From an optimization exercise on the open Yosys and OpenROAD flow, aimed at small area, a short achievable clock period and few clock cycles; shortcuts taken in it are not production practice.
At most, simulation tests tie the RTL to the original design; equivalence was not proved.
No functional check of the RTL was part of runs 1, 2, 4 and 5.
Power and IR drop assume default switching activity.

===== flow/config.mk =====
export PLATFORM = sky130hd
export DESIGN_NAME = MIPS
export DESIGN_NICKNAME = MIPS
export VERILOG_FILES = /design/flow/design.v
export SDC_FILE = /design/flow/constraint.sdc
export NUM_CORES = 4
export LEC_CHECK = 0
export ABC_AREA = 1
export CAP_MARGIN = 20
export CORE_MARGIN = 2
export CORE_UTILIZATION = 40
export CTS_BUF_LIST = sky130_fd_sc_hd__clkbuf_8 sky130_fd_sc_hd__clkbuf_16
export PLACE_DENSITY = 0.6
export SETUP_SLACK_MARGIN = 5
export SLEW_MARGIN = 20

===== flow/constraint.sdc =====
create_clock -name core_clock -period 8.0 [get_ports {clk}]
set_input_delay 1.6000 -clock core_clock [delete_from_list [all_inputs] [get_ports {clk}]]
set_output_delay 1.6000 -clock core_clock [all_outputs]
set_load 0.01 [all_outputs]

===== flow/design.v =====
module reg_file (
	input			clk,
	input			clr,
	input			we,
	input	[2:0]	wa,
	input	[15:0]	wd,
	input	[7:1]	s1,
	output	[15:0]	rd1,
	input	[7:1]	s2,
	output	[15:0]	rd2
);
reg [15:0] R [1:7];
wire [15:0] wdz = clr ? 16'd0 : wd;
genvar i;
generate for (i = 1; i < 8; i = i + 1) begin : g
	always @(posedge clk)
		if (clr || (we && wa == i)) R[i] <= wdz;
end endgenerate
assign rd1 = ({16{s1[1]}} & R[1]) | ({16{s1[2]}} & R[2]) | ({16{s1[3]}} & R[3])
           | ({16{s1[4]}} & R[4]) | ({16{s1[5]}} & R[5]) | ({16{s1[6]}} & R[6])
           | ({16{s1[7]}} & R[7]);
assign rd2 = ({16{s2[1]}} & R[1]) | ({16{s2[2]}} & R[2]) | ({16{s2[3]}} & R[3])
           | ({16{s2[4]}} & R[4]) | ({16{s2[5]}} & R[5]) | ({16{s2[6]}} & R[6])
           | ({16{s2[7]}} & R[7]);
endmodule
module alu (
	input	[15:0]	a,
	input	[15:0]	b2,		 
	input	[15:0]	imm,
	input			bp,
	input			bn,
	input			bi,
	input			sub,
	input			s_add,		 
	input			s_and,
	input			s_or,
	input			s_xor,
	input			s_sll,
	input			s_sra,
	input			s_srl,
	output	[15:0]	r
);
wire [15:0] bx = ({16{bp}} & b2) | ({16{bn}} & ~b2) | ({16{bi}} & imm);
wire [15:0] g0 = a & bx;
wire [15:0] p0 = a ^ bx;
wire [15:0] g [0:4];
wire [15:0] p [0:4];
assign g[0] = {g0[15:1], g0[0] | (p0[0] & sub)};
assign p[0] = p0;
genvar l, i;
generate for (l = 0; l < 4; l = l + 1) begin : lv
	for (i = 0; i < 16; i = i + 1) begin : bt
		if (i >= (1 << l)) begin : c
			assign g[l+1][i] = g[l][i] | (p[l][i] & g[l][i - (1 << l)]);
			assign p[l+1][i] = p[l][i] & p[l][i - (1 << l)];
		end else begin : n
			assign g[l+1][i] = g[l][i];
			assign p[l+1][i] = p[l][i];
		end
	end
end endgenerate
wire [15:0] cin = {g[4][14:0], sub};
wire big = |b2[15:4];
wire [15:0] ar;
generate for (i = 0; i < 16; i = i + 1) begin : rv
	assign ar[i] = a[15-i];
end endgenerate
wire fill = s_sra & a[15];
wire [15:0] sin = s_sll ? ar : a;
wire signed [16:0] sx = {fill, sin};
wire [16:0] sr = sx >>> b2[3:0];
wire [15:0] sh = big ? {16{fill}} : sr[15:0];
wire [15:0] shl;
generate for (i = 0; i < 16; i = i + 1) begin : rv2
	assign shl[i] = sh[15-i];
end endgenerate
wire [15:0] other = ({16{s_and}} & (a & b2))
                  | ({16{s_or}}  & (a | b2))
                  | ({16{s_xor}} & (a ^ b2))
                  | ({16{s_sll}} & shl)
                  | ({16{s_sra | s_srl}} & sh);
wire [15:0] r0 = s_add ? p0 : other;
wire [15:0] r1 = s_add ? ~p0 : other;
assign r = (cin & r1) | (~cin & r0);
endmodule
module MIPS (
	input				clk,
	input				rst,
	output	[7:0]		imem_addr,
	input		[15:0]	imem_rdata,
	output	[15:0]	dmem_addr,
	output	[15:0]	dmem_wdata,
	output				dmem_we,
	input		[15:0]	dmem_rdata
);
reg  [7:1]	s1, s2;		 
reg			f1, f2;		 
reg			e_imm;		 
reg			e_bp;		 
reg  [5:0]	e_i6;		 
reg			e_sub, e_add, e_and, e_or, e_xor, e_sll, e_sra, e_srl;
reg			e_st, e_ld, e_wr, e_br;	 
reg  [2:0]	e_rd;
reg  [15:0]	res;
reg  [15:0]	sd;
reg			mwe, wbe, mld;
reg  [2:0]	mrd;
reg  [7:0]	pc;
wire [7:0]	pc1 = pc + 8'd1;
assign imem_addr = pc;
wire [15:0]	ins = imem_rdata;
wire [3:0]	op  = ins[15:12];
wire [2:0]	rd  = ins[11:9];
wire [2:0]	rs1 = ins[8:6];
wire [2:0]	rs2 = ins[5:3];
wire [7:0]	tgt = pc1 + {{2{ins[5]}}, ins[5:0]};
wire d_alu  = (op >= 4'd1) && (op <= 4'd8);
wire d_addi = op == 4'd9;
wire d_ld   = op == 4'd10;
wire d_st   = op == 4'd11;
wire d_br   = op == 4'd12;
wire d_use1 = d_alu | d_addi | d_ld | d_st | d_br;
wire d_use2 = d_alu | d_st;
wire rd_nz  = rd != 3'd0;
wire d_wr   = (d_alu | d_addi | d_ld) & rd_nz;
wire br0    = d_br & (rs1 == 3'd0);
wire [2:0]	ra2 = d_st ? rd : rs2;
wire e_fw   = e_wr & !e_ld;
wire m1     = d_use1 && (rs1 == e_rd);
wire m2     = d_use2 && (ra2 == e_rd);
wire [7:0]	oh1 = d_use1 ? (8'd1 << rs1) : 8'd0;
wire [7:0]	oh2 = d_use2 ? (8'd1 << ra2) : 8'd0;
wire [15:0]	r1, r2;
wire [15:0]	wd = mld ? dmem_rdata : res;
reg			rf_clr;
always @(posedge clk) rf_clr <= rst;
reg_file rf (.clk(clk), .clr(rf_clr), .we(wbe), .wa(mrd), .wd(wd),
	.s1(s1), .rd1(r1), .s2(s2), .rd2(r2));
wire [15:0]	a  = r1 | ({16{f1}} & res);
wire [15:0]	b2 = r2 | ({16{f2}} & res);
wire [15:0]	r;
alu alu_u (.a(a), .b2(b2), .imm({{10{e_i6[5]}}, e_i6}), .bp(e_bp), .bn(e_sub), .bi(e_imm),
	.sub(e_sub), .s_add(e_add), .s_and(e_and), .s_or(e_or),
	.s_xor(e_xor), .s_sll(e_sll), .s_sra(e_sra), .s_srl(e_srl), .r(r));
wire stall = (m1 || m2) && e_ld;
wire [7:0]	e_tgt = pc + {{2{e_i6[5]}}, e_i6};
wire taken = e_br && (a == 16'd0);
wire kill  = rst || taken || stall;	 
always @(posedge clk) begin
	if (rst)
		pc <= 8'd0;
	else if (taken)
		pc <= e_tgt;	 
	else if (!stall)
		pc <= br0 ? tgt : pc1;
end
always @(posedge clk) begin
	if (kill) begin
		e_st <= 1'b0; e_ld <= 1'b0; e_wr <= 1'b0; e_br <= 1'b0;
	end else begin
		e_st  <= d_st;
		e_ld  <= d_ld && rd_nz;
		e_wr  <= d_wr;
		e_br  <= d_br && !br0;
	end
	f1 <= m1 && e_fw;
	f2 <= m2 && e_fw;
	s1 <= (m1 && e_fw) ? 7'd0 : oh1[7:1];
	s2 <= (m2 && e_fw) ? 7'd0 : oh2[7:1];
	e_sub <= op == 4'd2;
	e_bp  <= op == 4'd1;
	e_add <= op == 4'd1 || op == 4'd2 || d_addi || d_ld || d_st;
	e_and <= op == 4'd3;
	e_or  <= op == 4'd4;
	e_xor <= op == 4'd5;
	e_sll <= op == 4'd6;
	e_sra <= op == 4'd7;
	e_srl <= op == 4'd8;
	begin
		e_imm <= d_addi | d_ld | d_st;
		e_i6  <= ins[5:0];
		e_rd  <= rd;
	end
end
always @(posedge clk) begin
	if (rst) begin
		mwe <= 1'b0;
		wbe <= 1'b0;
		mld <= 1'b0;
	end else begin
		mwe <= e_st;
		wbe <= e_wr;
		mld <= e_ld;
	end
	res <= r;
	sd  <= b2;
	mrd <= e_rd;
end
assign dmem_addr  = res;
assign dmem_wdata = sd;
assign dmem_we    = mwe;
endmodule

===== flow/flow/run.sh =====
#!/bin/bash
# The standard layout, with plain buffers (not delay cells) on the ports.
set -euo pipefail
bash standard.sh BUFFER_PORTS_ARGS="-buffer_cell sky130_fd_sc_hd__buf_2" finish > standard.log 2>&1

===== flow/standard.sh =====
#!/bin/bash
# synth_recipe.tcl (not shown) runs the flow's synth.tcl, then flattens the netlist and writes it again
# the make line also repeats each setting of config.mk as NAME=value (left out here)
make -C /OpenROAD-flow-scripts/flow DESIGN_CONFIG=/design/flow/config.mk WORK_HOME=/design/flow/orfs CLKGATE_MAP_FILE= SYNTH_SCRIPT=/design/flow/synth_recipe.tcl "${@:-finish}"

==> results of run 1 <==
[registers in the layout, summed over array words and instances (netlist names), 3 cells and up]
name and cells:
rf.R 112, res 16, sd 16, pc 8, s1 7, s2 7
e_i6 6, e_rd 3, mrd 3
[per-layer routing]
metal / vias up / share of wire, % / track usage (%)
met1: 5301 / 44 / 35.29
met4: 0 / 3.9 / 10.64
li1: 5407 / - / -
met5: - / 0 / 0
met3: 92 / 9.2 / 6.714
met2: 539 / 43 / 40.27
[power by group]
group	switching, mW	leakage [nW]	internal (mW)	total (mW)
registers	0.0929	1.87	1.17	1.26
logic	0.395	4.20	0.208	0.603
clock network	0.438	0.292	0.433	0.871
total	0.926	6.36	1.81	2.74
[path summary, 6_finish.rpt]
path	end	start	depth (start not counted)	slack (ps)
max	pc[6]$_SDFFE_PP0P_	imem_rdata[0]	12	5120
min	mrd[2]$_DFF_P_	e_rd[2]$_DFF_P_	0	400
min reg2reg	mrd[2]$_DFF_P_	e_rd[2]$_DFF_P_	0	400
max reg2reg	res[13]$_DFF_P_	s2[5]$_SDFF_PP0_	19	5120
[what timing repair did]
action,CTS,global route
gates resized for setup,30,46
setup buffers,8,42
gates cloned,1,1
hold buffers,0,0
pin swaps,5,33
endpoints found under the setup margin,17,27
[through the flow]
| step | setup slack [ps] | hold slack [ps] | utilization [%] |
|---|---|---|---|
| floorplan | 4918 | 373.9 | - |
| global placement | 4387 | 395.2 | 42.66 |
| detailed placement | 4295 | 390.6 | 42.71 |
| CTS | 5015 | 401.7 | 45.09 |
| global route | 4919 | 411.3 | 46.78 |
| finish | 5115 | 400.4 | 46.78 |
[cells by family after synthesis]
group           count (synthesis)
flops                         198
fa+ha+maj                      63
compound gates                184
buf+inv                       173
xor+xnor                       22
simple gates                  923
[area by class of cell]
cell class / count / area (µm²)
Clock inverter: 14 / 130.1
Inverter: 106 / 422.9
Multi-Input combinational cell: 1193 / 6412
Clock buffer: 18 / 450.4
Timing Repair Buffer: 137 / 909.6
Tap cell: 390 / 488.0
Fill cell: 2917 / 15860
Sequential cell: 198 / 5124
[cell usage in the layout, fill, tap and decap left out, types with 13 or more instances in the layout]
| master | Yosys | routed |
|---|---|---|
| dfxtp_1 | 86 | 71 |
| o21ai_0 | 54 | 41 |
| edfxtp_1 | 112 | 112 |
| a21oi_1 | 44 | 38 |
| o211ai_1 | 29 | 29 |
| nor2_1 | 125 | 123 |
| inv_1 | 92 | 88 |
| nor3_1 | 15 | 13 |
| nand4_1 | 30 | 30 |
| buf_4 | 4 | 54 |
| nand2_1 | 556 | 545 |
| inv_2 | 11 | 13 |
| nor2_2 | 23 | 22 |
| xor2_1 | 14 | 14 |
| clkbuf_16 | 0 | 18 |
| ha_1 | 61 | 59 |
| nand2_2 | 13 | 24 |
| buf_2 | 11 | 75 |
| nand3_1 | 125 | 125 |
==> summary.txt, run 1 <==
status finished clean; Starting Density 40.91%; Gate Count Post-Synth 1563; initial antenna violation count 0; CTS sink count 198; crit path max-delay cell type fa_2; multiplexer share of the synthesized area 0%; Async S/R FF share, synth 0%; cell with the most instances after synthesis nand2_1; area leader, netlist edfxtp_1; CP Class in2reg; clock latency (worst-skew pair) 470 ps; syn_nets 1660; slowest stage delay, CP 390 ps; CORE AREA 29800 µm²; placed inst area 12720 µm²; Post-Synth Adder-Cell Area 6.590%; top cells by count, synth nand2_1, nand3_1, nor2_1; kind of cell adding the most delay to the critical path adder cells; sequential share of the synthesized area 41.72%; nets 1750; Rows 63; ANT nets after route 0; vias in the first global route 10430; worst-margin pin slew 733.5 ps; worst-path maximum fanout 2; Finished Layout Cells 2056; Yosys top cell area share 27.59%; first-pass GRT wire length 61730 µm; Top Ports 75; DP HPWL 29410 µm; via count 11340; most frequent cell on the critical path nand2_1; final instance area 13940 µm²; endpoints failing hold 0; Die Width 178.6 µm; Post-Synth XOR/XNOR Area 1.581%; Synth Warn # 4; n_diodes 0; Compound-Gate Fraction of Synth Area 9.536%; GPL Wtd Cong 0.9565; number of synthesized register bits 198; clk_skew 25.21 ps; pwr dens 196.3 nW/µm²; Cell Chain, Critical Path buf_2 -> ha_4 -> fa_2 -> a21oi_1 -> o21a_1 -> or2_4 -> nand2_1 -> a21oi_2 -> or2_2 -> nand3_1 -> o2111ai_2 -> nand2_1; synth unique cells 53; Post-synth EDFFs 112; Period Utilization, post-route 36.06%; final worst path period need 2885 ps; Critical Path AT 3240 ps; critical path launch point type input pin; endpoints failing setup 0; Die Y 178.6 µm; RSZ-0062 raised after global routing yes; Post-Route WL 41430 µm; synth top area cells edfxtp_1, nand2_1, dfxtp_1; Static Leak 6.361 nW; Simple-Gate Fraction of Synth Area 32.96%; drt first-iter violations 1151; # port buffers 74; main flop type after synthesis edfxtp_1; Max Cap Viol 0; grt ovf 0; drt first pass iters 6; CTS tree built; drt drc 0; clock-pin transition on the worst setup and hold timing paths 80 ps; Post-Place Cells 1972; Area Growth Syn to Fin 14.34%; total design power 2.736 mW; main combinational cell family by area after synthesis simple AND/OR/NAND/NOR gates; worst rel slew slack 51.10%; syn_area_per_cell 7.799 µm²; DR WL/cell 20.15 µm; clock root buffer clkbuf_16; Clock Tree Buf Depth 2; Buf/Inv on CP 1; pins over their slew limit 0; Tot GR Track Use 26.26%; Mapped Area 12190 µm²; total CTS buffers 17; final setup TNS 0 ps; vias per std cell 5.515; endpoint type of the worst setup path flip-flop; largest net degree at the start of global routing 30; layout cells sized above 1 18.97%; die area 31890 µm²; Worst Path Required 8350 ps; Max Clk Rate 0.3467 GHz; peak supply drop 0.1029 mV; Max H-tree Level 4; worst min path class reg2reg
==> inputs of run 2 (changes only) <==
--- a/flow/design.v
+++ b/flow/design.v
@@ -79,9 +79,7 @@
                   | ({16{s_xor}} & (a ^ b2))
                   | ({16{s_sll}} & shl)
                   | ({16{s_sra | s_srl}} & sh);
-wire [15:0] r0 = s_add ? p0 : other;
-wire [15:0] r1 = s_add ? ~p0 : other;
-assign r = (cin & r1) | (~cin & r0);
+assign r = s_add ? (p0 ^ cin) : other;
 endmodule
 module MIPS (
 	input				clk,
--- a/flow/config.mk
+++ b/flow/config.mk
@@ -9,7 +9,6 @@
 export CAP_MARGIN = 20
 export CORE_MARGIN = 2
 export CORE_UTILIZATION = 40
-export CTS_BUF_LIST = sky130_fd_sc_hd__clkbuf_8 sky130_fd_sc_hd__clkbuf_16
 export PLACE_DENSITY = 0.6
 export SETUP_SLACK_MARGIN = 5
 export SLEW_MARGIN = 20
==> summary.txt, run 2 <==
synth top area cells edfxtp_1, nand2_1, dfxtp_1; Top Registers rf.R: 112 flops, res: 16 flops, sd: 16 flops; nets 1750; Starting Density 40.83%; Worst Hold Endpoint mrd[2]$_DFF_P_; area leader, netlist edfxtp_1; number of hold buffers added after cts 0; Post-synth EDFFs 112; Worst Hold Depth 0; CP Class reg2reg; internal power 1.830 mW; status finished clean; drt first-iter violations 1056; first-pass GRT wire length 61340 µm; Critical R2R Launch s2[5]$_SDFF_PP0_; final setup TNS 0 ps; Max H-tree Level 4; Critical Path AT 3330 ps; most frequent cells in the layout nand2_1, nand3_1, edfxtp_1; Min Hold Slack 410.8 ps; Largest register FFs 112; ANT nets after route 0; reg-to-reg endpoint res[14]$_DFF_P_; drt drc 0; Seq pwr share 45.6%; Net Sw Power 0.9486 mW; worst slack, placed 4295 ps; vias in the first global route 10750; die area 31740 µm²; worst-margin pin slew 889.0 ps; Max Cap Viol 0; Rows 63; grt ovf 0; Cell Chain, Critical Path buf_12 -> nand2_4 -> nand2_2 -> nor2_2 -> nand3_2 -> buf_8 -> o211ai_1 -> fa_2 -> inv_2 -> fa_2 -> inv_2 -> a31oi_4 -> inv_2 -> nand4_1 -> nand3_2 -> nand2_1 -> inv_1 -> nor2_1 -> o21bai_1 -> a21oi_1 -> o21ai_1 -> nand2_1; top cells by count, synth nand2_1, nand3_1, edfxtp_1; Clock Tree Buf Depth 2; pins over their slew limit 0; worst-path maximum fanout 8; Die Y 178.2 µm; endpoints failing hold 0; slowest stage delay, CP 390 ps; CP Launch Point s2[5]$_SDFF_PP0_; layout cells sized above 1 16.59%; synth unique cells 51; Mapped Area 12130 µm²; hold_sp e_rd[2]$_DFF_P_; syn_area_per_cell 7.724 µm²; syn_nets 1670; main flop type after synthesis edfxtp_1; pwr dens 199.7 nW/µm²; CORE AREA 29720 µm²; Static Leak 6.434 nW; worst min path class reg2reg; met2 Use GR 39.39%; endpoints failing setup 0; Top Ports 75; # port buffers 74; Logic pwr share 22.9%; via count 11280; largest net degree at the start of global routing 33; Worst Path Required 8350 ps; Period Utilization, post-route 37.28%; Yosys top cell area share 27.72%; sequential share of the synthesized area 41.91%; critical path launch point type flip-flop; RSZ-0062 raised after global routing yes; clock latency (worst-skew pair) 450 ps; R2R cell count 22; cell with the most instances after synthesis nand2_1; Die Width 178.2 µm; most frequent cell on the critical path inv_2; Gate Count Post-Synth 1571; drt first pass iters 6; most common cell after layout, fill and taps aside nand2_1; worst rel slew slack 40.67%; CTS sink count 198; Area Growth Syn to Fin 14.69%; GR peak layer met2; endpoint type of the worst setup path flip-flop; total CTS buffers 17; Synth Warn # 4; clock root buffer clkbuf_16; Max Clk Rate 0.3353 GHz; Tot GR Track Use 25.96%; clk_skew 13.37 ps; clock share of power 31.4%; initial antenna violation count 1; final worst path period need 2982 ps; Sw Share 34.14%; peak supply drop 0.1290 mV; Worst R2R Setup Slack 5020 ps; Post-Route WL 40340 µm; n_diodes 0; Async S/R FF share, synth 0%; DP HPWL 29040 µm; DR WL/cell 19.64 µm; register with the most flip-flops rf.R; clock-pin transition on the worst setup and hold timing paths 80 ps; setup ws final 5018 ps; crit path max-delay cell type fa_2; vias per std cell 5.493; GPL Wtd Cong 0.9322; CTS tree built; GR Layer Usage met1 34.77%; GR Layer Usage met3 4.604%; number of synthesized register bits 198
[run 2: cell types whose count changed after synthesis, moves of 8 or more]
cell and delta:
inv_1 +15, a211oi_1 +11, nand4_1 -9, nand3_1 +61
nor2_1 -14, nand2_2 -9, nor2_2 -16, a221oi_1 -8
[run 2: power groups by stage]
stage,combinational [mW],clock [mW],sequential (mW)
2_1_floorplan,0.410,0,1.25
3_3_place_gp,0.570,0,1.29
3_5_place_dp,0.575,0,1.29
4_1_cts,0.598,0.887,1.27
5_1_grt,0.706,0.927,1.28
6_report,0.638,0.874,1.27
[run 2: kinds of logic after synthesis]
kind of cell	count (synthesis)	synth area share (%)
buffers and inverters	186	7.785
AND/OR/NAND/NOR	924	32.43
XOR/XNOR	25	1.804
adder cells (fa/ha/maj)	65	6.950
flip-flops	198	41.91
AO/OA/AOI/OAI	173	9.126
[run 2: final cells by class]
cell class	instances	area, µm²
tap	390	488.0
timing repair buffer	130	883.3
sequential	198	5119
inverter	116	441.7
clock inverter	14	147.6
multi-input combinational	1188	6387
fill	2940	15800
clock buffer	18	450.4
[run 2: how the worst max path moves through the flow]
stage / to / slack (ps) / cells past startpoint
2_1_floorplan: res[9]$_DFF_P_ / 4980 / 22
3_3_place_gp: res[9]$_DFF_P_ / 4300 / 19
3_5_place_dp: res[9]$_DFF_P_ / 4300 / 19
4_1_cts: res[9]$_DFF_P_ / 5000 / 20
5_1_grt: res[14]$_DFF_P_ / 4850 / 22
6_report: res[14]$_DFF_P_ / 5020 / 22
[run 2: worst max-delay path, delay by kind of cell (launching register included)]
family	cells	cell delay, ps
DFF	1	330
AOI/OAI and AO/OA	5	650
and+or+nand+nor	9	680
buffers and inverters	6	570
adders and majority gates	2	660
[run 2: per-stage QoR]
| step | instance area, µm² | utilization (%) | power, mW | instances |
|---|---|---|---|---|
| 2_1_floorplan | 12160 | - | 1.657 | 1571 |
| 3_3_place_gp | 12630 | 42.51 | 1.862 | 1979 |
| 3_5_place_dp | 12660 | 42.59 | 1.864 | 1981 |
| 4_1_cts | 13460 | 45.28 | 2.751 | 2025 |
| 5_1_grt | 13920 | 46.83 | 2.908 | 2054 |
| 6_report | 13920 | 46.83 | 2.779 | 2054 |
[run 2: layer usage]
metal  share of wire [%]  vias to the layer above
met5                   0                        -
met2                  43                      591
met1                  42                     5179
li1                    -                     5404
met3                 8.9                      108
met4                 5.8                        0
[run 2: timing repair]
action | 4_1_cts | 5_1_grt
hold endpoints to repair | 0 | 0
gates resized for setup | 32 | 57
setup buffers | 11 | 28
setup endpoints to repair | 15 | 29
gates cloned | 1 | 1
pin swaps | 9 | 29
==> inputs of run 3 (changes only) <==
--- a/flow/design.v
+++ b/flow/design.v
@@ -50,9 +50,9 @@
 genvar l, i;
 generate for (l = 0; l < 4; l = l + 1) begin : lv
 	for (i = 0; i < 16; i = i + 1) begin : bt
-		if (i >= (1 << l)) begin : c
-			assign g[l+1][i] = g[l][i] | (p[l][i] & g[l][i - (1 << l)]);
-			assign p[l+1][i] = p[l][i] & p[l][i - (1 << l)];
+		if ((i >> l) & 1) begin : c
+			assign g[l+1][i] = g[l][i] | (p[l][i] & g[l][((i >> l) << l) - 1]);
+			assign p[l+1][i] = p[l][i] & p[l][((i >> l) << l) - 1];
 		end else begin : n
 			assign g[l+1][i] = g[l][i];
 			assign p[l+1][i] = p[l][i];
@@ -79,7 +79,9 @@
                   | ({16{s_xor}} & (a ^ b2))
                   | ({16{s_sll}} & shl)
                   | ({16{s_sra | s_srl}} & sh);
-assign r = s_add ? (p0 ^ cin) : other;
+wire [15:0] r0 = s_add ? p0 : other;
+wire [15:0] r1 = s_add ? ~p0 : other;
+assign r = (cin & r1) | (~cin & r0);
 endmodule
 module MIPS (
 	input				clk,
==> summary.txt, run 3 <==
Clock Tree Buf Depth 2; Async S/R FF share, synth 0%; Finished Layout Cells 2041; Mapped Area 12240 µm²; Largest register FFs 112; GR Layer Usage met3 3.732%; crit path max-delay cell type fa_2; post-layout util 45.30%; Area Growth Syn to Fin 12.29%; total design power 2.737 mW; vias in the first global route 10210; largest net degree at the start of global routing 34; total CTS buffers 17; Static Leak 6.425 nW; CP Class in2reg; Worst Path Required 8350 ps; main flop type after synthesis edfxtp_1; register with the most flip-flops rf.R; clock latency (worst-skew pair) 460 ps; synth top area cells edfxtp_1, nand2_1, dfxtp_1; pwr dens 199.1 nW/µm²; clk_skew 22.52 ps; GR Layer Usage met1 33.65%; GPL Wtd Cong 0.8945; Max Clk Rate 0.3389 GHz; # port buffers 74; worst min path class reg2reg; number of synthesized register bits 198; synth unique cells 58; Die Y 179.0 µm; kind of cell adding the most delay to the critical path compound AO/OA/AOI/OAI gates; Gate Count Post-Synth 1564; Buf/Inv on CP 1; worst-margin pin slew 1049 ps; grt ovf 0; Post-Place Cells 1977; placed inst area 12680 µm²; clock-pin transition on the worst setup and hold timing paths 80 ps; final setup TNS 0 ps; cell with the most instances after synthesis nand2_1; most common cell after layout, fill and taps aside nand2_1; met2 Use GR 40.66%; Critical Path AT 3300 ps; Yosys top cell area share 27.47%; area leader, netlist edfxtp_1; syn_area_per_cell 7.829 µm²; critical path launch point type input pin; peak supply drop 0.1345 mV; pins over their slew limit 0; drt first-iter violations 1119; status finished clean; ANT nets after route 0; Rows 64; Top Registers rf.R: 112 flops, res: 16 flops, sd: 16 flops; drt drc 0; top cells by count, synth nand2_1, nand3_1, edfxtp_1; Max H-tree Level 4; Cell Chain, Critical Path buf_2 -> ha_4 -> fa_2 -> a21oi_2 -> o21ai_2 -> nand2_2 -> nand2_2 -> a21oi_2 -> nor2_1 -> o21ai_1 -> nand3_1 -> a21oi_1 -> nor2_1; Tot GR Track Use 25.30%; CORE AREA 30350 µm²; Worst R2R Setup Slack 5060 ps; fillcell total 3010; vias per std cell 5.416; initial antenna violation count 1; first-pass GRT wire length 59630 µm; Die Width 179.0 µm; endpoints failing hold 0; via count 11060; endpoints failing setup 0; die area 32030 µm²; CTS sink count 198; worst-path maximum fanout 2; final worst path period need 2951 ps; Max Cap Viol 0; most frequent cells in the layout nand2_1, nand3_1, edfxtp_1; final instance area 13750 µm²; Multi-input gate area 6370 µm²; Post-synth EDFFs 112; clock root buffer clkbuf_16; endpoint type of the worst setup path flip-flop; Starting Density 40.34%; Synth Warn # 4; syn_nets 1662; slowest stage delay, CP 380 ps; sequential share of the synthesized area 41.53%; CTS tree built; number of hold buffers added after cts 0; RSZ-0062 raised after global routing yes; Period Utilization, post-route 36.88%; DR WL/cell 19.45 µm; nets 1729; Top Ports 75; DP HPWL 27750 µm; GR peak layer met2; drt first pass iters 5; layout cells sized above 1 16.24%; Seq. cell area 5120 µm²; worst rel slew slack 29.57%; Post-Route WL 39700 µm
-- run 3: power breakdown --
part           internal, mW  leakage, nW  switching [mW]
Combinational         0.211         4.28           0.410
Sequential             1.17         1.87          0.0921
Clock                 0.414        0.271           0.438
Total                  1.80         6.42           0.940
-- run 3: worst reg2reg max path, cell delays in order, from the launching register on --
cell	delay [ps]
dfxtp_4	360
buf_12	140
nand2_2	50
nand4_1	120
nor3_4	330
clkinv_4	100
nand2_1	70
o211ai_1	100
ha_1	340
nand2_1	70
nand2_2	70
nand2_1	50
nand2_2	90
nand2_2	70
nand2_4	90
nand4_1	100
nand2_2	130
nand2_2	80
nand2_4	110
nand3_4	80
a21o_1	160
nand3_1	60
nand2_1	60
-- run 3: cells by family (layout without fill, tap and decap cells) --
family | count (synthesis) | after routing | synth area share, %
compound gates | 141 | 141 | 7.541
xor+xnor | 30 | 30 | 2.146
fa+ha+maj | 64 | 64 | 6.663
buf+inv | 188 | 266 | 8.277
flops | 198 | 198 | 41.53
other cells | 0 | 1 | 0
simple gates | 943 | 945 | 33.84
-- run 3: timing repair --
action                                  CTS  global route
setup buffers                             4            23
pin swaps                                 4            25
endpoints found under the setup margin   20            26
gates resized for setup                  29            43
cloned                                    1             3
-- run 3: worst paths after layout --
path,from,cells past startpoint,end
worst max-delay path,imem_rdata[0],13,pc[6]$_SDFFE_PP0P_
worst min-delay path,e_rd[0]$_DFF_P_,0,mrd[0]$_DFF_P_
worst min register to register,e_rd[0]$_DFF_P_,0,mrd[0]$_DFF_P_
worst max register to register,s2[7]$_SDFF_PP0_,22,res[15]$_DFF_P_
-- run 3: routing by layer --
layer | wire (µm) | up-vias
met5 | 0 | -
met4 | 1645 | 0
met3 | 3100 | 73
met2 | 18140 | 511
met1 | 16810 | 5141
li1 | - | 5330
-- run 3: cell type report --
type	count	share of cell area, %
repair buffers	117	5.378
flip-flops and latches	198	37.24
multi-input cells	1180	46.33
inverters	116	3.240
repair inverters	1	0.03640
diodes	1	0.01820
clock inverters	14	1.037
well taps	396	3.604
clock buffers	18	3.121
-- run 3: through the flow --
stage / setup slack [ps] / hold slack, ps
floorplan: 4895 / 374.1
detailed placement: 4197 / 385.3
finish: 5049 / 397.6
global placement: 4297 / 386.4
global route: 4864 / 413.1
CTS: 4965 / 395.8
Testbench counts of run 3, summed over its fixed seeds: cycles 58,788.
==> inputs of run 4 (changes only) <==
--- a/flow/design.v
+++ b/flow/design.v
@@ -1,6 +1,6 @@
 module reg_file (
 	input			clk,
-	input			clr,
+	input			rst,
 	input			we,
 	input	[2:0]	wa,
 	input	[15:0]	wd,
@@ -10,11 +10,11 @@
 	output	[15:0]	rd2
 );
 reg [15:0] R [1:7];
-wire [15:0] wdz = clr ? 16'd0 : wd;
+wire [15:0] wdz = rst ? 16'd0 : wd;
 genvar i;
 generate for (i = 1; i < 8; i = i + 1) begin : g
 	always @(posedge clk)
-		if (clr || (we && wa == i)) R[i] <= wdz;
+		if (rst || (we && wa == i)) R[i] <= wdz;
 end endgenerate
 assign rd1 = ({16{s1[1]}} & R[1]) | ({16{s1[2]}} & R[2]) | ({16{s1[3]}} & R[3])
            | ({16{s1[4]}} & R[4]) | ({16{s1[5]}} & R[5]) | ({16{s1[6]}} & R[6])
@@ -50,9 +50,9 @@
 genvar l, i;
 generate for (l = 0; l < 4; l = l + 1) begin : lv
 	for (i = 0; i < 16; i = i + 1) begin : bt
-		if ((i >> l) & 1) begin : c
-			assign g[l+1][i] = g[l][i] | (p[l][i] & g[l][((i >> l) << l) - 1]);
-			assign p[l+1][i] = p[l][i] & p[l][((i >> l) << l) - 1];
+		if (i >= (1 << l)) begin : c
+			assign g[l+1][i] = g[l][i] | (p[l][i] & g[l][i - (1 << l)]);
+			assign p[l+1][i] = p[l][i] & p[l][i - (1 << l)];
 		end else begin : n
 			assign g[l+1][i] = g[l][i];
 			assign p[l+1][i] = p[l][i];
@@ -101,6 +101,7 @@
 reg			e_sub, e_add, e_and, e_or, e_xor, e_sll, e_sra, e_srl;
 reg			e_st, e_ld, e_wr, e_br;	 
 reg  [2:0]	e_rd;
+reg  [7:0]	e_tgt;		 
 reg  [15:0]	res;
 reg  [15:0]	sd;
 reg			mwe, wbe, mld;
@@ -132,9 +133,7 @@
 wire [7:0]	oh2 = d_use2 ? (8'd1 << ra2) : 8'd0;
 wire [15:0]	r1, r2;
 wire [15:0]	wd = mld ? dmem_rdata : res;
-reg			rf_clr;
-always @(posedge clk) rf_clr <= rst;
-reg_file rf (.clk(clk), .clr(rf_clr), .we(wbe), .wa(mrd), .wd(wd),
+reg_file rf (.clk(clk), .rst(rst), .we(wbe), .wa(mrd), .wd(wd),
 	.s1(s1), .rd1(r1), .s2(s2), .rd2(r2));
 wire [15:0]	a  = r1 | ({16{f1}} & res);
 wire [15:0]	b2 = r2 | ({16{f2}} & res);
@@ -143,43 +142,46 @@
 	.sub(e_sub), .s_add(e_add), .s_and(e_and), .s_or(e_or),
 	.s_xor(e_xor), .s_sll(e_sll), .s_sra(e_sra), .s_srl(e_srl), .r(r));
 wire stall = (m1 || m2) && e_ld;
-wire [7:0]	e_tgt = pc + {{2{e_i6[5]}}, e_i6};
 wire taken = e_br && (a == 16'd0);
 wire kill  = rst || taken || stall;	 
 always @(posedge clk) begin
 	if (rst)
 		pc <= 8'd0;
 	else if (taken)
-		pc <= e_tgt;	 
+		pc <= e_tgt;
 	else if (!stall)
 		pc <= br0 ? tgt : pc1;
 end
 always @(posedge clk) begin
 	if (kill) begin
+		s1 <= 7'd0; s2 <= 7'd0; f1 <= 1'b0; f2 <= 1'b0;
+		e_sub <= 1'b0; e_bp <= 1'b0; e_add <= 1'b0; e_and <= 1'b0; e_or <= 1'b0; e_xor <= 1'b0;
+		e_sll <= 1'b0; e_sra <= 1'b0; e_srl <= 1'b0;
 		e_st <= 1'b0; e_ld <= 1'b0; e_wr <= 1'b0; e_br <= 1'b0;
 	end else begin
+		f1 <= m1 && e_fw;
+		f2 <= m2 && e_fw;
+		s1 <= (m1 && e_fw) ? 7'd0 : oh1[7:1];
+		s2 <= (m2 && e_fw) ? 7'd0 : oh2[7:1];
+		e_sub <= op == 4'd2;
+		e_bp  <= op == 4'd1;
+		e_add <= op == 4'd1 || op == 4'd2 || d_addi || d_ld || d_st;
+		e_and <= op == 4'd3;
+		e_or  <= op == 4'd4;
+		e_xor <= op == 4'd5;
+		e_sll <= op == 4'd6;
+		e_sra <= op == 4'd7;
+		e_srl <= op == 4'd8;
 		e_st  <= d_st;
 		e_ld  <= d_ld && rd_nz;
 		e_wr  <= d_wr;
 		e_br  <= d_br && !br0;
 	end
-	f1 <= m1 && e_fw;
-	f2 <= m2 && e_fw;
-	s1 <= (m1 && e_fw) ? 7'd0 : oh1[7:1];
-	s2 <= (m2 && e_fw) ? 7'd0 : oh2[7:1];
-	e_sub <= op == 4'd2;
-	e_bp  <= op == 4'd1;
-	e_add <= op == 4'd1 || op == 4'd2 || d_addi || d_ld || d_st;
-	e_and <= op == 4'd3;
-	e_or  <= op == 4'd4;
-	e_xor <= op == 4'd5;
-	e_sll <= op == 4'd6;
-	e_sra <= op == 4'd7;
-	e_srl <= op == 4'd8;
 	begin
 		e_imm <= d_addi | d_ld | d_st;
 		e_i6  <= ins[5:0];
 		e_rd  <= rd;
+		e_tgt <= tgt;
 	end
 end
 always @(posedge clk) begin
--- a/flow/config.mk
+++ b/flow/config.mk
@@ -5,7 +5,6 @@
 export SDC_FILE = /design/flow/constraint.sdc
 export NUM_CORES = 4
 export LEC_CHECK = 0
-export ABC_AREA = 1
 export CAP_MARGIN = 20
 export CORE_MARGIN = 2
 export CORE_UTILIZATION = 40
==> summary.txt, run 4 <==
status finished clean; grt ovf 0; via count 10240; Min Hold Slack 407.4 ps; Critical Path AT 4050 ps; endpoints failing setup 0; Mapped Area 11250 µm²; DR WL/cell 24.66 µm; endpoints failing hold 0; n_diodes 0; Post-synth EDFFs 112; Die Y 171.7 µm; number of hold buffers added after cts 0; Post-Route WL 40550 µm; final setup TNS 0 ps; Static Leak 5.706 nW; CORE AREA 27780 µm²; vias per std cell 6.226; final worst path period need 3683 ps; die area 29490 µm²; main flop type after synthesis edfxtp_1; Worst Path Required 8370 ps; first-pass GRT wire length 58830 µm; Rows 61; worst-margin pin slew 887.0 ps; most frequent cells in the layout buf_4, edfxtp_1, a22oi_1; drt first pass iters 6; Max Clk Rate 0.2715 GHz; pwr dens 193.3 nW/µm²; critical path launch point type flip-flop; clk_skew 19.60 ps; Largest register FFs 112; Async S/R FF share, synth 0%; Die Width 171.7 µm; CP Class reg2reg; pins over their slew limit 0; Yosys top cell area share 29.88%; RSZ-0062 raised after global routing yes; initial antenna violation count 0; clock latency (worst-skew pair) 510 ps; drt first-iter violations 1381; most common cell after layout, fill and taps aside buf_4; area leader, netlist edfxtp_1; CTS sink count 205; worst rel slew slack 40.87%; number of synthesized register bits 205; drt drc 0; GPL Wtd Cong 0.9283; vias in the first global route 9465; endpoint type of the worst setup path flip-flop; synth unique cells 78; Starting Density 40.51%; synth top area cells edfxtp_1, dfxtp_1, a22oi_1; # port buffers 74; Area Growth Syn to Fin 28.94%; Top Ports 75; Tot GR Track Use 26.72%; DP HPWL 23940 µm; Synth Warn # 4; Top Registers rf.R: 112 flops, res: 16 flops, sd: 16 flops; sequential share of the synthesized area 46.43%; peak supply drop 0.1256 mV; Max H-tree Level 1; largest net degree at the start of global routing 36; clock root buffer clkbuf_16; syn_area_per_cell 10.35 µm²; syn_nets 1150; ANT nets after route 0; total CTS buffers 23; cell with the most instances after synthesis a22oi_1; worst-path maximum fanout 5; worst min path class reg2reg; top cells by count, synth a22oi_1, edfxtp_1, dfxtp_1; Gate Count Post-Synth 1087; layout cells sized above 1 34.12%; Period Utilization, post-route 46.03%; Max Cap Viol 0; Clock Tree Buf Depth 3; CTS tree built; clock-pin transition on the worst setup and hold timing paths 60 ps; register with the most flip-flops rf.R; nets 1313
-- run 4: cell count changes after synthesis, sizes merged, moves of 31 or more --
cell	change
mux2i	+39
a22oi	+129
a21oi	+31
ha	-34
nand3	-165
inv	-56
nand2	-495
-- run 4: area by class of cell --
cell class	instances	area, µm²
Clock buffer	35	660.6
Clock inverter	6	33.78
Fill cell	2432	13270
Inverter	62	244.0
Multi-Input combinational cell	749	6205
Sequential cell	205	5284
Tap cell	378	473.0
Timing Repair Buffer	209	1612
-- run 4: path summary, 6_finish.rpt --
check              startpoint              end  slack [ps]  cells after the start
max reg2reg  s2[4]$_SDFF_PP0_  res[14]$_DFF_P_        4320                     16
min           e_rd[2]$_DFF_P_   mrd[2]$_DFF_P_         410                      0
min reg2reg   e_rd[2]$_DFF_P_   mrd[2]$_DFF_P_         410                      0
max          s2[4]$_SDFF_PP0_  res[14]$_DFF_P_        4320                     16
-- run 4: where the power goes --
group | internal, mW | leakage (nW) | switching, mW | total [mW]
sequential | 1.19 | 1.93 | 0.0679 | 1.25
combinational | 0.233 | 3.43 | 0.329 | 0.561
clock | 0.568 | 0.346 | 0.422 | 0.990
total | 1.99 | 5.71 | 0.819 | 2.81
-- run 4: kinds of logic (layout without fill, tap and decap cells) --
kind of cell             after synthesis  after routing  share of synthesized area, %
XOR/XNOR                              42             42                         3.269
multiplexers                          55             55                         6.504
AO/OA/AOI/OAI                        317            317                         21.65
flip-flops                           205            205                         46.43
buffers and inverters                135            312                         5.336
adder cells (fa/ha/maj)               33             33                         3.658
AND/OR/NAND/NOR                      300            302                         13.16
-- run 4: through the flow --
step,worst slack [ps],cell area (µm²),power [mW],instances,util [%]
3_3_place_gp,3480,11960,1.677,1471,43.04
5_1_grt,4189,14510,2.903,1644,52.23
4_1_cts,4321,13980,2.742,1615,50.32
6_report,4317,14510,2.805,1644,52.23
3_5_place_dp,3409,11960,1.680,1471,43.04
2_1_floorplan,4147,11560,1.540,1087,-
-- run 4: what timing repair did --
action,4_1_cts,5_1_grt
gates cloned,5,0
pin swaps,61,56
resized for setup,120,65
setup buffers,98,29
endpoints found under the setup margin,88,66
-- run 4: worst max-delay path, stage by stage (launching register included) --
cell and delay [ps]:
dfxtp_2 330, buf_12 130, a22oi_2 250, nand4_4 160, a221o_1 360, ha_4 240
a21oi_4 190, o211ai_2 160, a41oi_2 300, o21bai_4 110, a2111oi_4 360, a21oi_2 100
buf_4 170, o31ai_4 190, o21ai_2 120, a2111oi_4 310, a211oi_2 70
-- run 4: metal layers --
layer	vias up	share of wire, %	track usage [%]
li1	4496	-	-
met1	4928	41	37.13
met2	674	44	40.07
met3	137	12	6.581
met4	0	4.0	10.38
met5	-	0	0
==> inputs of run 5 (changes only) <==
--- a/flow/config.mk
+++ b/flow/config.mk
@@ -5,6 +5,7 @@
 export SDC_FILE = /design/flow/constraint.sdc
 export NUM_CORES = 4
 export LEC_CHECK = 0
+export ABC_AREA = 1
 export CAP_MARGIN = 20
 export CORE_MARGIN = 2
 export CORE_UTILIZATION = 40
==> summary.txt, run 5 <==
Max H-tree Level 1; Worst Hold Depth 2; Max Cap Viol 0; slowest stage delay, CP 630 ps; Worst R2R Setup Slack 5070 ps; GPL Wtd Cong 0.9703; total CTS buffers 24; Critical Path AT 3120 ps; Sw Share 29.57%; first-pass GRT wire length 64260 µm; internal power 1.949 mW; Logic pwr share 17.1%; cell with the most instances after synthesis nand2_1; drt first pass iters 6; Die Width 178.9 µm; clock root buffer clkbuf_16; endpoint type of the worst setup path flip-flop; DP HPWL 29710 µm; RSZ-0062 raised after global routing yes; via count 11920; Largest register FFs 112; Clock Tree Buf Depth 3; peak supply drop 0.1423 mV; endpoints failing setup 0; Rows 64; crit path max-delay cell type clkinvlp_4; kind of cell adding the most delay to the critical path buffers and inverters; Top Registers rf.R: 112 flops, res: 16 flops, sd: 16 flops; most common cell after layout, fill and taps aside nand2_1; Synth Warn # 4; Top Ports 75; pins over their slew limit 0; Starting Density 40.31%; top cells by count, synth nand2_1, nand3_1, nor2_1; worst-path maximum fanout 28; worst min path class reg2reg; syn_nets 1739; Area Growth Syn to Fin 14.09%; nets 1807; CORE AREA 30350 µm²; CTS sink count 205; vias in the first global route 11120; Max Clk Rate 0.3400 GHz; critical path launch point type input pin; ANT nets after route 0; Finished Layout Cells 2158; CTS tree built; final setup TNS 0 ps; clock latency (worst-skew pair) 530 ps; Period Utilization, post-route 36.76%; CP Class in2reg; final worst path period need 2941 ps; Async S/R FF share, synth 0%; Buf/Inv on CP 3; Static Leak 6.640 nW; largest net degree at the start of global routing 34; grt ovf 0; R2R cell count 14; status finished clean; # port buffers 74; sequential share of the synthesized area 42.71%; fillcell total 3058; Tot GR Track Use 26.83%; Cell Chain, Critical Path buf_2 -> clkinvlp_4 -> o21ai_1 -> buf_4; number of hold buffers added after cts 0; clk_skew 18.76 ps; Net Sw Power 0.8184 mW; syn_area_per_cell 7.300 µm²; register with the most flip-flops rf.R; vias per std cell 5.524; Post-synth EDFFs 112; placed inst area 12800 µm²; number of synthesized register bits 205; layout cells sized above 1 13.56%; clock-pin transition on the worst setup and hold timing paths 60 ps; Post-Place Cells 2094; most frequent cells in the layout nand2_1, nand3_1, nor2_1; drt first-iter violations 1252; Worst Path Required 8180 ps; Crit path depth 4; endpoints failing hold 0; synth top area cells edfxtp_1, nand2_1, dfxtp_1; Mapped Area 12230 µm²; initial antenna violation count 0; Die Y 178.9 µm; main flop type after synthesis edfxtp_1; n_diodes 0; Yosys top cell area share 27.49%; Post-Route WL 43190 µm; drt drc 0; Seq pwr share 45.0%; Gate Count Post-Synth 1676; final instance area 13960 µm²; pwr dens 198.3 nW/µm²; area leader, netlist edfxtp_1; clock share of power 37.9%; synth unique cells 49; worst-margin pin slew 985.4 ps; post-layout util 45.99%; DR WL/cell 20.01 µm; die area 32000 µm²; worst rel slew slack 34.22%
[run 5: cell count changes after synthesis, moves of 16 or more]
cell / before / now
nor2_1: 86 / 138
inv_1: 55 / 117
a221oi_1: 34 / 0
nand2_1: 82 / 663
nand3_1: 30 / 209
a22oi_1: 121 / 0
buf_6: 7 / 24
clkbuf_1: 41 / 21
o21ai_0: 24 / 40
a21oi_1: 55 / 26
mux2i_1: 38 / 0
xnor2_1: 33 / 8
[run 5: worst paths after layout]
check / endpoint / from
max: rf.R[7][12]$_DFFE_PP_ / rst
min: mwe$_SDFF_PP0_ / e_st$_SDFF_PP0_
max reg2reg: res[14]$_DFF_P_ / s1[1]$_SDFF_PP0_
min reg2reg: mwe$_SDFF_PP0_ / e_st$_SDFF_PP0_
[run 5: cell type report]
type | count | area [µm²] | share of cell area (%)
Multi-Input combinational cell | 1278 | 6238 | 44.69
Sequential cell | 205 | 5239 | 37.53
Timing Repair Buffer | 111 | 747.0 | 5.351
Clock buffer | 31 | 648.1 | 4.643
Tap cell | 396 | 495.5 | 3.550
Inverter | 124 | 489.2 | 3.505
Clock inverter | 13 | 101.3 | 0.7261
[run 5: cells by family after synthesis]
family	synth area share, %
xor gates and xnor gates	1.432
and+or+nand+nor	38.76
AOI/OAI and AO/OA	6.320
buffers and inverters	7.752
DFF	42.71
adders and majority gates	3.027
[run 5: power by group through the flow]
stage	sequential (mW)	combinational, mW	clock (mW)
final	1.24	0.475	1.05
after global placement	1.26	0.424	0
after CTS	1.24	0.448	1.06
after detailed placement	1.26	0.425	0
after global routing	1.25	0.516	1.11
after floorplan	1.25	0.301	0
[run 5: repair_timing]
action | 4_1_cts | 5_1_grt
pin swaps | 3 | 10
resized for setup | 27 | 43
cloned | 1 | 1
setup buffers | 5 | 13
setup endpoints to repair | 39 | 36
[run 5: worst min-delay path, cell delays in order, from the launching register on]
cell	delay, ps
dfxtp_1	300
inv_1	50
nor2_1	30
[run 5: per-layer routing]
metal / vias up / track usage (%) / wire [µm]
li1: 5647 / - / -
met1: 5519 / 36.16 / 18010
met2: 622 / 41.71 / 18810
met3: 132 / 4.495 / 4093
met4: 0 / 13.14 / 2283
met5: - / 0 / 0
[run 5: through the flow]
stage / setup slack [ps] / hold slack, ps / power (mW)
after CTS: 5020 / 418.6 / 2.753
after detailed placement: 4251 / 399.7 / 1.689
after global placement: 4285 / 409.6 / 1.688
after floorplan: 4865 / 374.1 / 1.549
after global routing: 4945 / 439.8 / 2.873
final: 5059 / 416.3 / 2.767
==> inputs of run 6 (changes only) <==
--- a/flow/design.v
+++ b/flow/design.v
@@ -1,6 +1,6 @@
 module reg_file (
 	input			clk,
-	input			rst,
+	input			clr,
 	input			we,
 	input	[2:0]	wa,
 	input	[15:0]	wd,
@@ -10,11 +10,11 @@
 	output	[15:0]	rd2
 );
 reg [15:0] R [1:7];
-wire [15:0] wdz = rst ? 16'd0 : wd;
+wire [15:0] wdz = clr ? 16'd0 : wd;
 genvar i;
 generate for (i = 1; i < 8; i = i + 1) begin : g
 	always @(posedge clk)
-		if (rst || (we && wa == i)) R[i] <= wdz;
+		if (clr || (we && wa == i)) R[i] <= wdz;
 end endgenerate
 assign rd1 = ({16{s1[1]}} & R[1]) | ({16{s1[2]}} & R[2]) | ({16{s1[3]}} & R[3])
            | ({16{s1[4]}} & R[4]) | ({16{s1[5]}} & R[5]) | ({16{s1[6]}} & R[6])
@@ -133,7 +133,9 @@
 wire [7:0]	oh2 = d_use2 ? (8'd1 << ra2) : 8'd0;
 wire [15:0]	r1, r2;
 wire [15:0]	wd = mld ? dmem_rdata : res;
-reg_file rf (.clk(clk), .rst(rst), .we(wbe), .wa(mrd), .wd(wd),
+reg			rf_clr;
+always @(posedge clk) rf_clr <= rst;
+reg_file rf (.clk(clk), .clr(rf_clr), .we(wbe), .wa(mrd), .wd(wd),
 	.s1(s1), .rd1(r1), .s2(s2), .rd2(r2));
 wire [15:0]	a  = r1 | ({16{f1}} & res);
 wire [15:0]	b2 = r2 | ({16{f2}} & res);
==> summary.txt, run 6 <==
status finished clean; final worst path period need 2954 ps; final instance area 13940 µm²; drt drc 0; Area Growth Syn to Fin 12.33%; Critical Path AT 1350 ps; register with the most flip-flops rf.R; Period Utilization, post-route 36.93%; first-pass GRT wire length 62570 µm; syn_area_per_cell 7.421 µm²; highest metal used met4; Met3 Routed Length 3385 µm; Max Cap Viol 0; Die Width 180.1 µm; Gate Count Post-Synth 1672; Clock Tree Buf Depth 3; area leader, netlist edfxtp_1; CTS tree built; most frequent cells in the layout nand2_1, nand3_1, nor2_1; Post-synth EDFFs 112; Buf/Inv on CP 1; Top Ports 75; Largest register FFs 112; number of synthesized register bits 206; layout cells sized above 1 14.57%; cell with the most instances after synthesis nand2_1; syn_nets 1735; worst rel slew slack 41.09%; via count 11590; worst-path maximum fanout 4; number of hold buffers added after cts 0; endpoint type of the worst setup path output pin; Yosys top cell area share 27.10%; pwr dens 204.7 nW/µm²; Static Leak 6.587 nW; synth top area cells edfxtp_1, nand2_1, dfxtp_1; total CTS buffers 25; Max Clk Rate 0.3385 GHz; critical path launch point type flip-flop; drt first-iter violations 1279; Die Y 180.1 µm; Top Registers rf.R: 112 flops, res: 16 flops, sd: 16 flops; crit path max-delay cell type dfxtp_1; clock-pin transition on the worst setup and hold timing paths 60 ps; slowest stage delay, CP 600 ps; largest net degree at the start of global routing 34; vias in the first global route 11010; GPL Wtd Cong 0.9796; Cell Chain, Critical Path buf_2; worst-margin pin slew 882.7 ps; clock latency (worst-skew pair) 560 ps; vias per std cell 5.417; CTS sink count 206; drt first pass iters 5; kind of cell adding the most delay to the critical path flip-flops; Post-Route WL 41110 µm; worst min path class reg2reg; Async S/R FF share, synth 0%; DR WL/cell 19.22 µm; initial antenna violation count 1; Mapped Area 12410 µm²; top cells by count, synth nand2_1, nand3_1, nor2_1; Starting Density 40.56%; RSZ-0062 raised after global routing yes; met2 WL 17900 µm; final setup TNS 0 ps; Max H-tree Level 1; clk_skew 25.12 ps; Worst Path Required 6400 ps; main flop type after synthesis edfxtp_1; Met1 Wirelength 17550 µm; synth unique cells 49; DP HPWL 29300 µm; Synth Warn # 4; pins over their slew limit 0; nets 1787; placed inst area 12890 µm²; Tot GR Track Use 24.73%; grt ovf 0; Rows 64; peak supply drop 0.1571 mV; n_diodes 0; sequential share of the synthesized area 42.27%; # port buffers 74; die area 32450 µm²; most common cell after layout, fill and taps aside nand2_1; clock root buffer clkbuf_16; endpoints failing setup 0; CP Class reg2out; ANT nets after route 0; CORE AREA 30590 µm²; endpoints failing hold 0
run 6: cell types whose count changed after synthesis, sizes merged, moves of 3 or more:
cell,delta
clkbuf,+3
nor3,+5
nand3,-3
nand2,-12
a21oi,+6
buf,-3
run 6: logic make-up (layout without fill, tap and decap cells):
group / after synthesis / after routing / synth area share, %
AND/OR/NAND/NOR: 1092 / 1093 / 38.72
XOR/XNOR: 19 / 19 / 1.341
adder cells (fa/ha/maj): 29 / 29 / 2.985
flip-flops: 206 / 206 / 42.27
AO/OA/AOI/OAI: 129 / 129 / 6.716
buffers and inverters: 197 / 267 / 7.966
run 6: repair_timing:
| action | 4_1_cts | 5_1_grt |
|---|---|---|
| pin swaps | 0 | 2 |
| gates resized for setup | 22 | 26 |
| gates cloned | 0 | 1 |
| setup buffers | 0 | 9 |
| setup endpoints to repair | 52 | 40 |
run 6: worst paths after layout:
kind                        start  slack, ps               to  depth (start not counted)
hold / removal    e_rd[2]$_DFF_P_        410   mrd[2]$_DFF_P_                          0
setup reg to reg    f1$_SDFF_PP0_       5080  res[14]$_DFF_P_                         15
setup / recovery   res[5]$_DFF_P_       5050     dmem_addr[5]                          1
hold reg to reg   e_rd[2]$_DFF_P_        410   mrd[2]$_DFF_P_                          0
run 6: per-stage QoR:
step	hold WS [ps]	util, %	worst slack (ps)	total power [mW]	std cells
4_1_cts	406.2	44.96	4971	2.856	2129
3_5_place_dp	392.7	42.15	4407	1.707	2083
2_1_floorplan	374.1	-	4924	1.567	1672
6_report	405.7	45.57	5046	2.853	2139
5_1_grt	404.8	45.57	4939	2.966	2139
3_3_place_gp	390.6	42.15	4451	1.702	2083
run 6: power breakdown:
group	total, mW	internal (mW)	switching [mW]
Clock	1.15	0.688	0.464
Combinational	0.442	0.139	0.303
Sequential	1.26	1.19	0.0638
Total	2.85	2.02	0.830
run 6: layout make-up:
type,instances,area (µm²)
Clock inverter,11,153.9
Clock buffer,35,673.1
Inverter,127,481.7
Sequential cell,206,5290
Tap cell,396,495.5
Timing Repair Buffer,94,533.0
Fill cell,3143,16650
Multi-Input combinational cell,1270,6311
run 6: per-layer routing:
layer	up-vias	GRT usage, %
met5	-	0
met4	0	12.71
met3	119	3.133
met2	545	38.76
met1	5318	33.60
li1	5605	-
Testbench counts of run 6, summed over its fixed seeds: cycles 58,788.
==> inputs of run 7 (changes only) <==
==> flow/flow/run.sh (replaced) <==
#!/bin/bash
# The standard layout, with plain buffers (not delay cells) on the ports and
# timing repair aimed at a larger setup margin.
set -euo pipefail
bash standard.sh BUFFER_PORTS_ARGS="-buffer_cell sky130_fd_sc_hd__buf_2" SETUP_SLACK_MARGIN=5.5 finish > standard.log 2>&1
==> summary.txt, run 7 <==
final instance area 15870 µm²; vias in the first global route 11430; Rows 64; fillcell total 2914; worst rel slew slack 45.73%; nets 1877; layout cells sized above 1 27.40%; main flop type after synthesis edfxtp_1; Met3 Routed Length 3410 µm; clock-pin transition on the worst setup and hold timing paths 60 ps; Max Clk Rate 0.3562 GHz; drt drc 0; number of synthesized register bits 206; placed inst area 13100 µm²; Critical Path AT 3260 ps; worst-margin pin slew 813.1 ps; Gate Count Post-Synth 1672; peak supply drop 0.1367 mV; Top Registers rf.R: 112 flops, res: 16 flops, sd: 16 flops; Async S/R FF share, synth 0%; setup ws final 5193 ps; register with the most flip-flops rf.R; clock root buffer clkbuf_16; worst slack, placed 4381 ps; Die Y 180.1 µm; status finished clean; final setup TNS 0 ps; largest net degree at the start of global routing 34; Top Ports 75; CORE AREA 30590 µm²; cell with the most instances after synthesis nand2_1; endpoint type of the worst setup path flip-flop; Synth Warn # 4; Static Leak 7.386 nW; GPL Wtd Cong 0.9755; Simple-Gate Fraction of Synth Area 38.72%; CP Class in2reg; Finished Layout Cells 2228; grt ovf 0; Mapped Area 12410 µm²; Compound-Gate Fraction of Synth Area 6.716%; worst-path maximum fanout 8; area leader, netlist edfxtp_1; multiplexer share of the synthesized area 0%; Post-Place Cells 2090; Tot GR Track Use 25.95%; worst min path class reg2reg; Die Width 180.1 µm; syn_area_per_cell 7.421 µm²; highest metal used met5; vias per std cell 5.434; final worst path period need 2807 ps; first-pass GRT wire length 65540 µm; Clock Tree Buf Depth 3; CTS tree built; main combinational cell family by area after synthesis simple AND/OR/NAND/NOR gates; clock latency (worst-skew pair) 540 ps; top cells by count, synth nand2_1, nand3_1, nor2_1; endpoints failing hold 0; DR WL/cell 19.67 µm; endpoints failing setup 0; Max Cap Viol 0; total CTS buffers 24; die area 32450 µm²; pins over their slew limit 0; critical path launch point type input pin; pwr dens 186.4 nW/µm²; Met1 Wirelength 18400 µm; RSZ-0062 raised after global routing yes; n_diodes 0; Worst Path Required 8450 ps; Post-synth EDFFs 112; Yosys top cell area share 27.10%; most common cell after layout, fill and taps aside nand2_1; Post-Route WL 43820 µm; sequential share of the synthesized area 42.27%; drt first-iter violations 1181; Area Growth Syn to Fin 27.93%; initial antenna violation count 1; via count 12110; clk_skew 17.42 ps; Starting Density 40.56%; most frequent cells in the layout nand2_1, nand3_1, edfxtp_1; DP HPWL 29000 µm; synth top area cells edfxtp_1, nand2_1, dfxtp_1; Max H-tree Level 1; ANT nets after route 0; met2 WL 20150 µm; synth unique cells 49; Period Utilization, post-route 35.09%; Post-Synth XOR/XNOR Area 1.341%; # port buffers 74; Largest register FFs 112; drt first pass iters 8; syn_nets 1735; Post-Synth Adder-Cell Area 2.985%; CTS sink count 206
==> run 7: through the flow <==
step	hold WS (ps)	power (mW)	util, %
floorplan	374.1	1.574	-
global placement	401.4	1.710	42.82
detailed placement	401.2	1.713	42.82
CTS	398.6	2.898	49.17
global route	402.5	3.069	51.89
finish	407.6	2.958	51.89
==> run 7: path summary, 6_finish.rpt <==
check | startpoint | endpoint | slack [ps] | cells past startpoint
setup / recovery | imem_rdata[14] | s1[3]$_SDFF_PP0_ | 5190 | 13
hold / removal | e_rd[2]$_DFF_P_ | mrd[2]$_DFF_P_ | 410 | 0
setup reg to reg | s2[3]$_SDFF_PP0_ | res[12]$_DFF_P_ | 5290 | 22
hold reg to reg | e_rd[2]$_DFF_P_ | mrd[2]$_DFF_P_ | 410 | 0
==> run 7: critical path, cell delays in order <==
cell and delay [ps]:
buf_8 100, nor2_4 170, nand2_8 110, o21ai_4 180, xor2_1 170, nor2_1 70
nand2_1 110, a21oi_4 100, nor2_4 110, nand2_4 90, inv_4 100, nand3b_1 150
nor3_1 180
==> run 7: final cells by class <==
type	count	area, µm²	share of cell area [%]
repair buffers	183	1650	10.40
well taps	396	495.5	3.121
flip-flops and latches	206	5364	33.79
clock buffers	39	778.2	4.903
clock inverters	5	41.29	0.2601
inverters	127	518.0	3.263
repair inverters	1	7.507	0.04729
multi-input cells	1271	7019	44.22
==> run 7: cell families (layout without fill, tap and decap cells) <==
logic type	after synthesis	count (layout)
DFF	206	206
and+or+nand+nor	1092	1093
buffers and inverters	197	355
AOI/OAI and AO/OA	129	130
adders and majority gates	29	29
xor gates and xnor gates	19	19
==> run 7: per-layer routing <==
layer / vias up / GRT usage (%)
li1: 5797 / -
met4: 2 / 11.23
met3: 102 / 3.557
met2: 517 / 42.64
met5: - / 0
met1: 5688 / 34.30
==> run 7: timing repair <==
| action | 4_1_cts | 5_1_grt |
|---|---|---|
| endpoints found under the setup margin | 94 | 94 |
| hold buffers | 0 | 0 |
| cloned | 2 | 2 |
| gates resized for setup | 194 | 129 |
| setup buffers | 51 | 39 |
| pin swaps | 30 | 55 |
==> run 7: power by group <==
part	switching [mW]	total [mW]	internal, mW
logic	0.366	0.600	0.234
registers	0.0513	1.25	1.20
clock network	0.446	1.11	0.665

-- re-timing with driven ports --
How much do the figures lean on ideal ports? The routed layouts below were timed once more, with nothing changed but the port constraints.
Step 1: set_driving_cell puts a clkbuf_16 on clk and a buf_2 on each other input, an assumption about the parent block.
Step 2 moves the port delays by t, midway between the first and last clock arrival at a register: inputs arrive t later, outputs are due t later. That takes back most of the time a late clock gives input paths.
a / b / c = ideal / step 1 / step 2; a / b = the first two.
run	shift t [ns]	setup slack, ns	hold slack, ns
run 1	0.502	5.115 / 5.116 / 4.642	0.400 / 0.400 / 0.400
run 2	0.494	5.018 / 5.018 / 4.699	0.411 / 0.411 / 0.411
run 3	0.496	5.049 / 5.051 / 4.585	0.398 / 0.398 / 0.398
run 4	0.553	4.317 / 4.317 / 4.317	0.407 / 0.407 / 0.407
run 5	0.581	5.059 / 5.071 / 4.514	0.416 / 0.416 / 0.416
run 6	0.597	5.046 / 4.993 / 4.585	0.406 / 0.406 / 0.406
run 7	0.582	5.193 / 5.188 / 4.606	0.408 / 0.408 / 0.408
After both steps every run listed still meets setup and hold. The setup slack of run 7, which loses most, moves by -0.005 ns with the drivers and by -0.587 ns with both steps.
